What follows belongs to an exercise in optimizing a design on an open flow for small area; a production flow would make more cautious choices. Function was checked by simulation only, so behaviour that the tests miss may differ from the original. Power is estimated from default activity; no workload was simulated.

`flow/constraint.sdc`:
```
create_clock -name core_clock -period 20.0 [get_ports {CLOCK_50}]
set_input_delay 4.0000 -clock core_clock [delete_from_list [all_inputs] [get_ports {CLOCK_50}]]
set_output_delay 4.0000 -clock core_clock [all_outputs]
set_load 0.01 [all_outputs]
```
`flow/flow/run.sh`:
```
#!/bin/bash
# The standard layout (standard.sh) with two changes:
#  1. synthesis maps the logic with an area-oriented ABC script (flow/abc_area.script)
#     in place of ORFS's delay-oriented one; everything else in synthesis is unchanged,
#     so the registers are the standard synthesis's;
#  2. a smaller clock tree: clkbuf_4 only, sink clusters of up to 11 flip-flops within
#     35 um, and no dummy loads.
set -euo pipefail
cp -r "$FLOW_HOME/scripts" scripts_area
cp flow/abc_area.script scripts_area/abc_speed.script
SCRIPTS_DIR="$PWD/scripts_area" bash standard.sh synth > synth_flow.log 2>&1
export CTS_ARGS="-sink_clustering_enable -repair_clock_nets -dont_use_dummy_load -sink_clustering_size 11 -sink_clustering_max_diameter 35 -buf_list sky130_fd_sc_hd__clkbuf_4"
bash standard.sh > standard_flow.log 2>&1
```
`flow/config.mk`:
```
export PLATFORM = sky130hd
export DESIGN_NAME = top
export DESIGN_NICKNAME = top
export VERILOG_FILES = /design/flow/design.v
export SDC_FILE = /design/flow/constraint.sdc
export NUM_CORES = 4
export LEC_CHECK = 0
export CAP_MARGIN = 20
export CORE_MARGIN = 2
export CORE_UTILIZATION = 60
export SLEW_MARGIN = 20
```
`flow/design.v`:
```
module top (
    input  logic CLOCK_50,
    input  logic rst,
    input  logic uart_rx,
    output logic uart_tx
);
    logic [127:0] ra, rb;
    logic [6:0]   ph;
    logic [8:0]   timer;     
    logic [3:0]   per;       
    logic [6:0]   b;         
    logic         pay;       
    logic         txm;       
    logic         act;
    logic         match;
    logic [3:0]   s;         
    logic         cap0, cap1;    
    logic [5:0]   acc;       
    wire [6:0] ph_n = ph + 7'd1;
    wire [6:0] waddr = b[4] ? {b[1:0], b[3:2] + 2'd1, per[2:0]} : {b[3:0], per[2:0]};
    wire win  = !per[3] && !wrap && (ph_n == waddr);
    wire wa   = win && pay && !b[4];
    wire wb   = win && pay &&  b[4];
    always_ff @(posedge CLOCK_50) begin
        ra <= {ra[126:0], wa ? uart_rx : ra[127]};
        rb <= {rb[126:0], wb ? uart_rx : rb[127]};
    end
    wire [1:0] ma = ph[6:5] - b[5:4];
    wire [1:0] mb = ph[6:5] - b[3:2];
    logic atap, btap;
    always_comb begin
        case (ma)
            2'd0: atap = ra[0];
            2'd1: atap = ra[32];
            2'd2: atap = ra[64];
            default: atap = ra[96];
        endcase
        case (mb)
            2'd0: btap = rb[0];
            2'd1: btap = rb[32];
            2'd2: btap = rb[64];
            default: btap = rb[96];
        endcase
    end
    wire [3:0] c    = per + 4'd1;
    wire       p7   = !per[3] && (per[2:0] == 3'd7);
    wire       p8   = per[3] && !per[0];       
    wire       cmp  = !p7 && !p8 && !b[1];
    wire [3:0] n    = {b[0], c[2:0]};
    wire       k0   = (ph[4:3] == 2'd0);
    wire [3:0] peff = s - {3'd0, k0};
    wire       uval = k0 ? ((!s[3] && s[2:0] != 3'd0) || s == 4'd8) : !s[3];
    wire [3:0] qsum = {1'b0, ph[2:0]} + peff;
    wire       neg  = (peff[2:0] == 3'd7) ^ (ph[2:0] == 3'd7);
    wire       term = cmp && uval && (qsum == n) && (((ph[3] ? cap0 : cap1) & btap) ^ neg);
    wire [4:0] n5   = {b[1:0], c[2:0]};
    wire       kbit = !p7 && !p8 && (n5 == 5'd10 || n5 >= 5'd17);
    wire       kinc = kbit && (s == 4'hF) && (ph[4:0] == 5'd31);
    wire       capt = !s[3] && (ph[2:0] == s[2:0]);
    logic cbit;
    always_comb begin
        if (b[5])                cbit = 8'h5A >> c[2:0];    
        else if (b[2])           cbit = 8'hA6 >> c[2:0];    
        else if (b[1:0] == 2'd0) cbit = 8'h0A >> c[2:0];    
        else                     cbit = 1'b0;               
    end
    wire abit = 8'hA5 >> per[2:0];
    wire wrap = (timer == 9'd182);
    always_ff @(posedge CLOCK_50) begin
        ph <= ph_n;
        if (capt && !ph[3]) cap0 <= atap;
        if (capt &&  ph[3]) cap1 <= atap;
        if (ph[4:0] == 5'd31) s <= s + 4'd1;
        if (term || kinc) acc <= acc + 6'd1;
        if (win && !pay) match <= match & (uart_rx == abit);
        timer <= {timer[7:0], ~(timer[8] ^ timer[4])};
        if (rst) begin
            pay     <= 1'b0;
            txm     <= 1'b0;
            act     <= 1'b0;
            uart_tx <= 1'b1;
        end else if (!act) begin
            if (!uart_rx) begin
                act   <= 1'b1;
                timer <= 9'd0;
                per   <= 4'hF;
                match <= 1'b1;
                s     <= 4'hF;
                if (!pay) b <= 7'd96;
            end
        end else begin
            if (p8 && b[1:0] == 2'd0) acc <= 6'd0;
            if (wrap) begin
                timer <= 9'd0;
                per   <= per + 4'd1;
                s     <= 4'hF;
                if (txm) begin
                    if (p8) begin
                        per     <= 4'hF;
                        uart_tx <= 1'b0;
                    end else if (p7) begin
                        uart_tx <= 1'b1;
                        if (b[6] && !b[5] && b[2]) begin    
                            txm <= 1'b0;
                            act <= 1'b0;
                        end else begin
                            b <= b + 7'd1;
                        end
                    end else begin
                        uart_tx <= b[6] ? cbit : acc[0];
                        acc     <= acc >> 1;
                    end
                end else if (p7) begin
                    if (!pay) begin
                        act <= 1'b0;
                        if (match) pay <= 1'b1;
                    end else if (b[4:0] == 5'd31) begin    
                        pay <= 1'b0;
                        txm <= 1'b1;
                    end else begin
                        act <= 1'b0;
                        b   <= b + 7'd1;
                    end
                end
            end
        end
    end
endmodule
```
`flow/standard.sh`:
```
#!/bin/bash
# synth_recipe.tcl (not shown) runs the flow's synth.tcl, then flattens the netlist and writes it again
# the make line also repeats each setting of config.mk as NAME=value (left out here)
make -C /OpenROAD-flow-scripts/flow DESIGN_CONFIG=/design/flow/config.mk WORK_HOME=/design/flow/orfs CLKGATE_MAP_FILE= SYNTH_SCRIPT=/design/flow/synth_recipe.tcl "${@:-finish}"
```
`flow/flow/abc_area.script`:
```
&get -n
&st
&syn2
&dch -f
&nf -R 1000 -p
&put
topo
dnsize
```
==> summary.md, run 1 <==
| Metric | Value |
|---|---|
| Slew Limit Fails | 0 |
| WL/cell | around 13 microns |
| Starting density of the core | 61.2% |
| Critical path buffers and inverters | 2 |
| RSZ-0062 raised after global routing | false |
| Final min period | between 5 and 6 ns |
| Die Y-Extent | approximately 120 microns |
| Core area | approximately 0.013 sq mm |
| Min-delay worst type | reg -> reg |
| Yosys top cell by area | dfxtp_1 |
| CTS Hold Bufs | 0 |
| PwrDens | 108 mW/mm^2 |
| CP Launch Point | rst |
| CP max stage delay | 0.73 ns |
| Post-synthesis sequential area ratio | 79.8% |
| Predominant post-synthesis flop cell | dfxtp_1 |
| Syn avg cell area | 14.7 sq um |
| Gr usage total | 15.7% |
| Clk sinks | 300 |
| Rows | 41 |
| Worst path cell trace | clkdlybuf4s50_1, nor2b_1, a21oi_1, clkinv_1 |
| Reg2Reg Capture Point | acc[5]$_DFF_P_ |
| Worst setup EP type | flop |
| Root Buffer | clkbuf_4 |
| Wire length on met1 | 5110 microns |
| Area after DPL | about 0.0079 sq mm |
| Flop2flop setup slack | 16.56 ns |
| Final WL | 9870 microns |
| Final net count | 592 |
| Total global routing overflow | 0 |
| Max-Cap Viols | 0 |
| # H-tree levels | 2 |
| Syn Nets | ~550 |
| Headroom to the max-slew limit | 38.0% |
| Initial antenna violation count | 0 |
| LEAKAGE | 3.24 nW |
| Top Metal Used | met4 |
| Pre-Repair DR Iteration Count | 4 |
| Routability Congestion | 0.813 |
| Antenna cells | 0 |
| Stages on the worst setup path | 4 |
| Metal2 WL | 4110 microns |
| Die Width | 117 microns |
| Max Clock Freq | around 0.18 GHz |
| HPWL after DPL | slightly above 6000 microns |
| Critical path's slowest cell | a21oi_1 |
| Final Setup Violations | 0 |
| Worst VDD drop | 0.0712 mV |
| Worst-case clock buffer depth | 3 |
| FFs w/ async S/R, synth | 0% |
| Top Ports | 4 |
| Worst setup path end | per[2]$_SDFFCE_PN1P_ |
| Post-CTS Setup Repair Bufs | 0 |
| Global-route wire length before repair | around 17000 microns |
| Run status | no timing/DRC/antenna violations |
| Routed vias | 3494 |
| P&R area growth vs syn | 6.90% |
| Clock Latency Late Sink | 0.59 ns |
| Crit path DAT | around 5.8 ns |
| Initial DRC count | 118 |
| R2R depth | 13 |
| Setup Skew | 0.0530 ns |
| Synth warn | 1 |
| Most frequent cells in the layout | dfxtp_1 (287), clkbuf_4 (37), nand2_1 (23), ha_1 (23), xnor2_1 (21) |
| Top cell family by delay on the critical path | buffers and inverters |
| Worst path required time | between 20 and 25 ns |
| Critical path type | in -> reg |
| TritonCTS clock tree | built |
| EDFF count, synth | 13 |
| Final antenna-violating net count | 0 |
| CTS buffer count | 37 |
| Yosys cell types | 41 |
| Least-Margin Pin Slew | 0.930 ns |
| Synth Register Bits | 300 |
| Final Instance Area | 0.00822 sq mm |
| Port buffer count | 3 |
| Post-synthesis cell count | 522 |
| DRC violations left | 0 |
| Mapped Area | 0.00769 sq mm |
| Largest net degree at the start of global routing | 16 |
| Clk pin slew, worst setup/hold paths | ~0.10 ns |
| Startpoint Class | input pin |
| Crit share post-route | 28.1% |
| Layout cells sized above 1 | roughly 7% |
| Via density | 4.75 |
| Synth top area share | roughly three quarters |
| Setup WS post-layout | about 14 ns |
| Met3 wire length | 407 microns |
| Critical path fanouts, max | 14 |
| Die area | 0.0137 sq mm |
| Synth area leaders | dfxtp_1 (75%), edfxtp_1 (5.1%), ha_1 (3.7%) |
| R2R Path Start | s[0]$_DFF_P_ |
| Commonest non-fill, non-tap cell in the layout | dfxtp_1 |
| Setup TNS | 0 ns |
| Number of global-route vias before repair | 3543 |
| CTS resizes | 0 |
| Final hold viol count | 0 |
| DP Worst Slack | 13.80 ns |
[per-layer routing]
layer	GRT usage, %	vias up
met5	0	-
met4	8.71	0
met3	4.33	18
met2	22.5	49
met1	21.5	1625
li1	-	1802
[sequential cells by signal, summed over array words and instances (netlist names), 4 cells and up]
name	flops
timer	9
b	7
s	4
rb	128
ph	7
ra	128
per	4
acc	6
[report_power, final]
part / switching (W) / internal (W)
Clock: 0.000163 / 0.0000858
Combinational: 0.00000785 / 0.00000907
Sequential: 0.00000789 / 0.000610
[Yosys cell counts (all sizes together), types with 2 or more instances]
| cell type | n |
|---|---|
| nor2b | 5 |
| nand2 | 23 |
| xnor2 | 21 |
| edfxtp | 13 |
| nor3 | 9 |
| and4 | 2 |
| and3 | 5 |
| mux2i | 5 |
| o31ai | 2 |
| a21oi | 12 |
| nand4 | 3 |
| nor2 | 17 |
| nor3b | 3 |
| clkinv | 15 |
| nor4b | 2 |
| o22ai | 2 |
| nand3 | 10 |
| dfxtp | 287 |
| nand4b | 3 |
| o21ai | 8 |
| ha | 23 |
| and2 | 12 |
| xor2 | 19 |
| or2 | 2 |
| mux2 | 3 |
[cell families after synthesis]
| logic type | after synthesis | synth area share, % |
|---|---|---|
| flip-flops | 300 | 79.8 |
| AND/OR/NAND/NOR | 102 | 7.03 |
| XOR/XNOR | 40 | 4.56 |
| AO/OA/AOI/OAI | 32 | 2.49 |
| adder cells (fa/ha/maj) | 24 | 4.00 |
| buffers and inverters | 15 | 0.732 |
| multiplexers | 9 | 1.38 |
[worst min path at each step]
| stage | start | to | depth (start not counted) | slack, ns |
|---|---|---|---|---|
| 5_1_grt | rb[104]$_DFF_P_ | rb[105]$_DFF_P_ | 0 | 0.31 |
| 3_5_place_dp | ra[123]$_DFF_P_ | ra[124]$_DFF_P_ | 0 | 0.31 |
| 2_1_floorplan | ra[99]$_DFF_P_ | ra[100]$_DFF_P_ | 0 | 0.31 |
| 4_1_cts | ra[124]$_DFF_P_ | ra[125]$_DFF_P_ | 0 | 0.31 |
| 6_report | rb[86]$_DFF_P_ | rb[87]$_DFF_P_ | 0 | 0.30 |
| 3_3_place_gp | ra[101]$_DFF_P_ | ra[102]$_DFF_P_ | 0 | 0.31 |
[final cells by class]
class | count | area [sq um]
flip-flops and latches | 300 | 6140
fillers | 954 | 4350
multi-input cells | 207 | 1500
clock buffers | 37 | 278
well taps | 172 | 215
inverters | 15 | 56.3
repair buffers | 4 | 37.5
[per-stage QoR]
step / std cells / hold slack, ns / total power (W) / utilization, %
2_1_floorplan: 522 / 0.310 / 0.000643 / -
3_3_place_gp: 698 / 0.312 / 0.000648 / 63.2
3_5_place_dp: 698 / 0.312 / 0.000649 / 63.2
4_1_cts: 735 / 0.310 / 0.000897 / 65.4
5_1_grt: 735 / 0.313 / 0.000923 / 65.4
6_report: 735 / 0.303 / 0.000884 / 65.4
==> inputs of run 2 (changes only) <==
==> flow/flow/run.sh (replaced) <==
#!/bin/bash
# The standard layout (standard.sh) with these changes:
#  1. synthesis maps the logic with an area-oriented ABC script (flow/abc_area.script)
#     in place of ORFS's delay-oriented one, and leaves adders to ABC instead of
#     extracting them into full/half-adder cells (ADDER_MAP_FILE empty); everything else
#     in synthesis is unchanged, so the registers are the standard synthesis's;
#  2. a smaller clock tree: clkbuf_4 only, sink clusters of up to 12 flip-flops within
#     35 um, and no dummy loads.
set -euo pipefail
cp -r "$FLOW_HOME/scripts" scripts_area
cp flow/abc_area.script scripts_area/abc_speed.script
ADDER_MAP_FILE= SCRIPTS_DIR="$PWD/scripts_area" bash standard.sh synth > synth_flow.log 2>&1
export CTS_ARGS="-sink_clustering_enable -repair_clock_nets -dont_use_dummy_load -sink_clustering_size 12 -sink_clustering_max_diameter 35 -buf_list sky130_fd_sc_hd__clkbuf_4"
bash standard.sh > standard_flow.log 2>&1
==> flow/flow/abc_area.script (replaced) <==
&get -n
&st
&deepsyn -T 30
&dch -f
&nf -R 1000 -p
&put
topo
dnsize
--- a/flow/config.mk
+++ b/flow/config.mk
@@ -9,3 +9,4 @@
 export CORE_MARGIN = 2
-export CORE_UTILIZATION = 60
+export CORE_UTILIZATION = 70
+export PLACE_DENSITY = 0.8
 export SLEW_MARGIN = 20
==> run 2 against run 1 <==
Net effect:
- clock skew rose by 0.022 ns
- hold slack worse by 0.033 ns
- largest power group unchanged
- highest routed layer unchanged
- synthesized cell count rose by 0.19%
- die area shrank 16%
==> summary.md, run 2 <==
| Metric | Value |
|---|---|
| Run status | no timing/DRC/antenna violations |
| Largest regs | ra (128), rb (128), timer (9) |
| CTS Hold Bufs | 0 (unchanged) |
| Initial antenna violation count | 0 (unchanged) |
| Critical path fanouts, max | 2 (-12) |
| EDFF count, synth | 13 (unchanged) |
| Least-Margin Pin Slew | 0.842 ns (-0.0887 ns) |
| Critical path buffers and inverters | 1 (-1) |
| Mapped Area | 0.00744 sq mm (-3.2%) |
| Port buffer count | 3 (unchanged) |
| Number of global-route vias before repair | 3725 (+5.1%) |
| DRC violations left | 0 (unchanged) |
| Startpoint Class | flop |
| Layout cells sized above 1 | 5.57% (-1.4 points) |
| Clk sinks | 300 (unchanged) |
| Final hold viol count | 0 (unchanged) |
| Antenna cells | 0 (unchanged) |
| Worst path required time | 16.00 ns (-4.23 ns) |
| Clk pin slew, worst setup/hold paths | 0.12 ns (+0.02 ns) |
| Setup TNS | 0 ns (unchanged) |
| FFs w/ async S/R, synth | 0% (unchanged) |
| Initial DRC count | 235 (+99%) |
| Synth Register Bits | 300 (unchanged) |
| Yosys cell types | 43 (+4.9%) |
| Post-synthesis sequential area ratio | 82.5% (+2.7 points) |
| Largest net degree at the start of global routing | 16 (unchanged) |
| Total global routing overflow | 0 (unchanged) |
| Syn avg cell area | 14.2 sq um (-3.4%) |
| Gr usage total | 19.9% (+4.3 points) |
| LEAKAGE | 3.05 nW (-6.0%) |
| Root Buffer | clkbuf_4 |
| P&R area growth vs syn | 5.82% |
| Most frequent cells in the layout | dfxtp_1 (287), nand2_1 (32), clkbuf_4 (31) |
| Rows | 37 (-9.8%) |
| Worst VDD drop | 0.0715 mV (+0.45%) |
| Slew Limit Fails | 0 (unchanged) |
| Yosys top cell by area | dfxtp_1 |
| Starting density of the core | 72.1% (+11 points) |
| Synth warn | 1 (unchanged) |
| Flop2flop setup slack | 16.95 ns (+0.39 ns) |
| Post-synthesis cell count | 523 (+0.19%) |
| RSZ-0062 raised after global routing | false |
| Die Width | 107 microns (-8.6%) |
| CTS resizes | 0 (unchanged) |
| Synth area leaders | dfxtp_1 (77%), edfxtp_1 (5.2%), xor2_1 (1.8%) |
| Max-Cap Viols | 0 (unchanged) |
| Total power | 0.000861 W (-2.6%) |
| Top Ports | 4 (unchanged) |
| Most numerous cell in the Yosys netlist | dfxtp_1 |
| Final net count | 562 (-5.1%) |
| Via density | 5.22 (+9.9%) |
| Final antenna-violating net count | 0 (unchanged) |
| Crit path DAT | 1.48 ns (-4.36 ns) |
| Final WL | 10800 microns (+9.5%) |
| Die area | 0.0115 sq mm (-16%) |
| CP max stage delay | 0.53 ns (-0.20 ns) |
| Commonest non-fill, non-tap cell in the layout | dfxtp_1 |
| Final Setup Violations | 0 (unchanged) |
| Core area | 0.0103 sq mm (-18%) |
| Global-route wire length before repair | 17800 microns (+7.4%) |
| Synth top area share | 77.2% (+2.5 points) |
| Worst-case clock buffer depth | 3 (unchanged) |
| # H-tree levels | 1 (-1) |
| Min-delay worst type | reg -> reg |
| Predominant post-synthesis flop cell | dfxtp_1 |
| Post-synth top cells | dfxtp_1 (287), nand2_1 (32), nor2_1 (26) |
| WL/cell | 15.6 microns (+16%) |
| CTS buffer count | 31 (-16%) |
| Worst path cell trace | clkdlybuf4s50_1 |
| Routed vias | 3620 (+3.6%) |
| TritonCTS clock tree | built |
| HPWL after DPL | 6820 microns (+12%) |
| PwrDens | 109 mW/mm^2 (+1.7%) |
| Clock Latency Late Sink | 0.63 ns (+0.04 ns) |
| Final min period | 5.48 ns (-0.140 ns) |
| Setup Skew | 0.0750 ns (+0.0220 ns) |
| Headroom to the max-slew limit | 43.1% (+5.1 points) |
| Max Clock Freq | 0.183 GHz (+2.6%) |
| Routability Congestion | 0.803 (-1.3%) |
| Critical path type | reg -> out |
| Top cell family by delay on the critical path | buffers and inverters |
| Die Y-Extent | 107 microns (-8.6%) |
| Crit share post-route | 27.4% (-0.70 points) |
| Pre-Repair DR Iteration Count | 4 (unchanged) |
| Critical path's slowest cell | clkdlybuf4s50_1 |
| Post-CTS Setup Repair Bufs | 0 (unchanged) |
| Worst setup EP type | output port |
| Syn Nets | 526 (-4.2%) |
==> run 2: cells by family (layout without fill, tap and decap cells) <==
kind of cell	Yosys count	in the layout	share of synthesized area (%)
xor+xnor	27	27	3.18
flops	300	300	82.5
mux	6	6	0.841
simple gates	112	112	7.40
buf+inv	7	41	0.353
compound gates	71	71	5.77
==> run 2: final timing paths <==
check                                     startpoint              to  depth (start not counted)
worst min-delay path                  ra[31]$_DFF_P_  ra[32]$_DFF_P_                          0
worst max register to register         ph[1]$_DFF_P_  acc[4]$_DFF_P_                         12
worst min register to register        ra[31]$_DFF_P_  ra[32]$_DFF_P_                          0
worst max-delay path            uart_tx$_SDFFE_PP1P_         uart_tx                          1
==> run 2: where the power goes <==
group	switching (W)	total, W	leakage [nW]	internal [W]
Sequential	0.00000724	0.000617	2.43	0.000609
Combinational	0.00000780	0.0000151	0.472	0.00000731
Clock	0.000158	0.000230	0.143	0.0000713
==> run 2: final cells by class <==
type | instances | area (sq um)
flip-flops and latches | 300 | 6140
fillers | 598 | 2450
multi-input cells | 216 | 1280
clock buffers | 31 | 233
well taps | 136 | 170
repair buffers | 3 | 30.0
inverters | 7 | 26.3
==> run 2: per-layer routing <==
layer	vias to the layer above	GRT usage, %	share of wire, %
li1	1813	-	-
met1	1689	27.4	46
met2	94	31.4	47
met3	24	4.68	5.1
met4	0	6.77	1.8
met5	-	0	0
==> run 2: metrics by stage <==
| step | instance area (sq um) | std cells | hold WS (ns) | util (%) | setup slack (ns) |
|---|---|---|---|---|---|
| final | 7870 | 693 | 0.269 | 76.3 | 14.52 |
| after global routing | 7870 | 693 | 0.244 | 76.3 | 14.44 |
| after CTS | 7870 | 693 | 0.256 | 76.3 | 14.48 |
| after detailed placement | 7640 | 662 | 0.312 | 74.0 | 14.06 |
| after global placement | 7640 | 662 | 0.312 | 74.0 | 14.14 |
| after floorplan | 7440 | 523 | 0.310 | - | 14.92 |

[re-timing with driven ports]
Ports are ideal in the flow. The routed layouts listed here were re-timed in OpenROAD.
Step 1 (the two cells are an assumption about what drives the block):
set clk [get_ports {CLOCK_50}]
set_driving_cell -lib_cell sky130_fd_sc_hd__clkbuf_16 $clk
set_driving_cell -lib_cell sky130_fd_sc_hd__buf_2 [delete_from_list [all_inputs] $clk]
Step 2 also shifts input and output timing later by t, the mid clock arrival at the registers, as if the neighbouring blocks saw the same clock.
Slacks: no drivers / after step 1 / after step 2; pairs: no drivers / after step 1.
| run | t, ns | setup WS [ns] | worst register clock-pin slew, ns | worst data-port slew with drivers (ns) |
|---|---|---|---|---|
| run 1 | 0.608 | 14.383 / 14.392 / 13.784 | 0.11 / 0.11 | 0.03 |
| run 2 | 0.621 | 14.524 / 14.494 / 14.042 | 0.12 / 0.12 | 0.03 |
After both steps setup and hold are still met in every run listed. The setup slack of run 1, which loses most, moves by +0.009 ns with the drivers and by -0.599 ns with both steps.
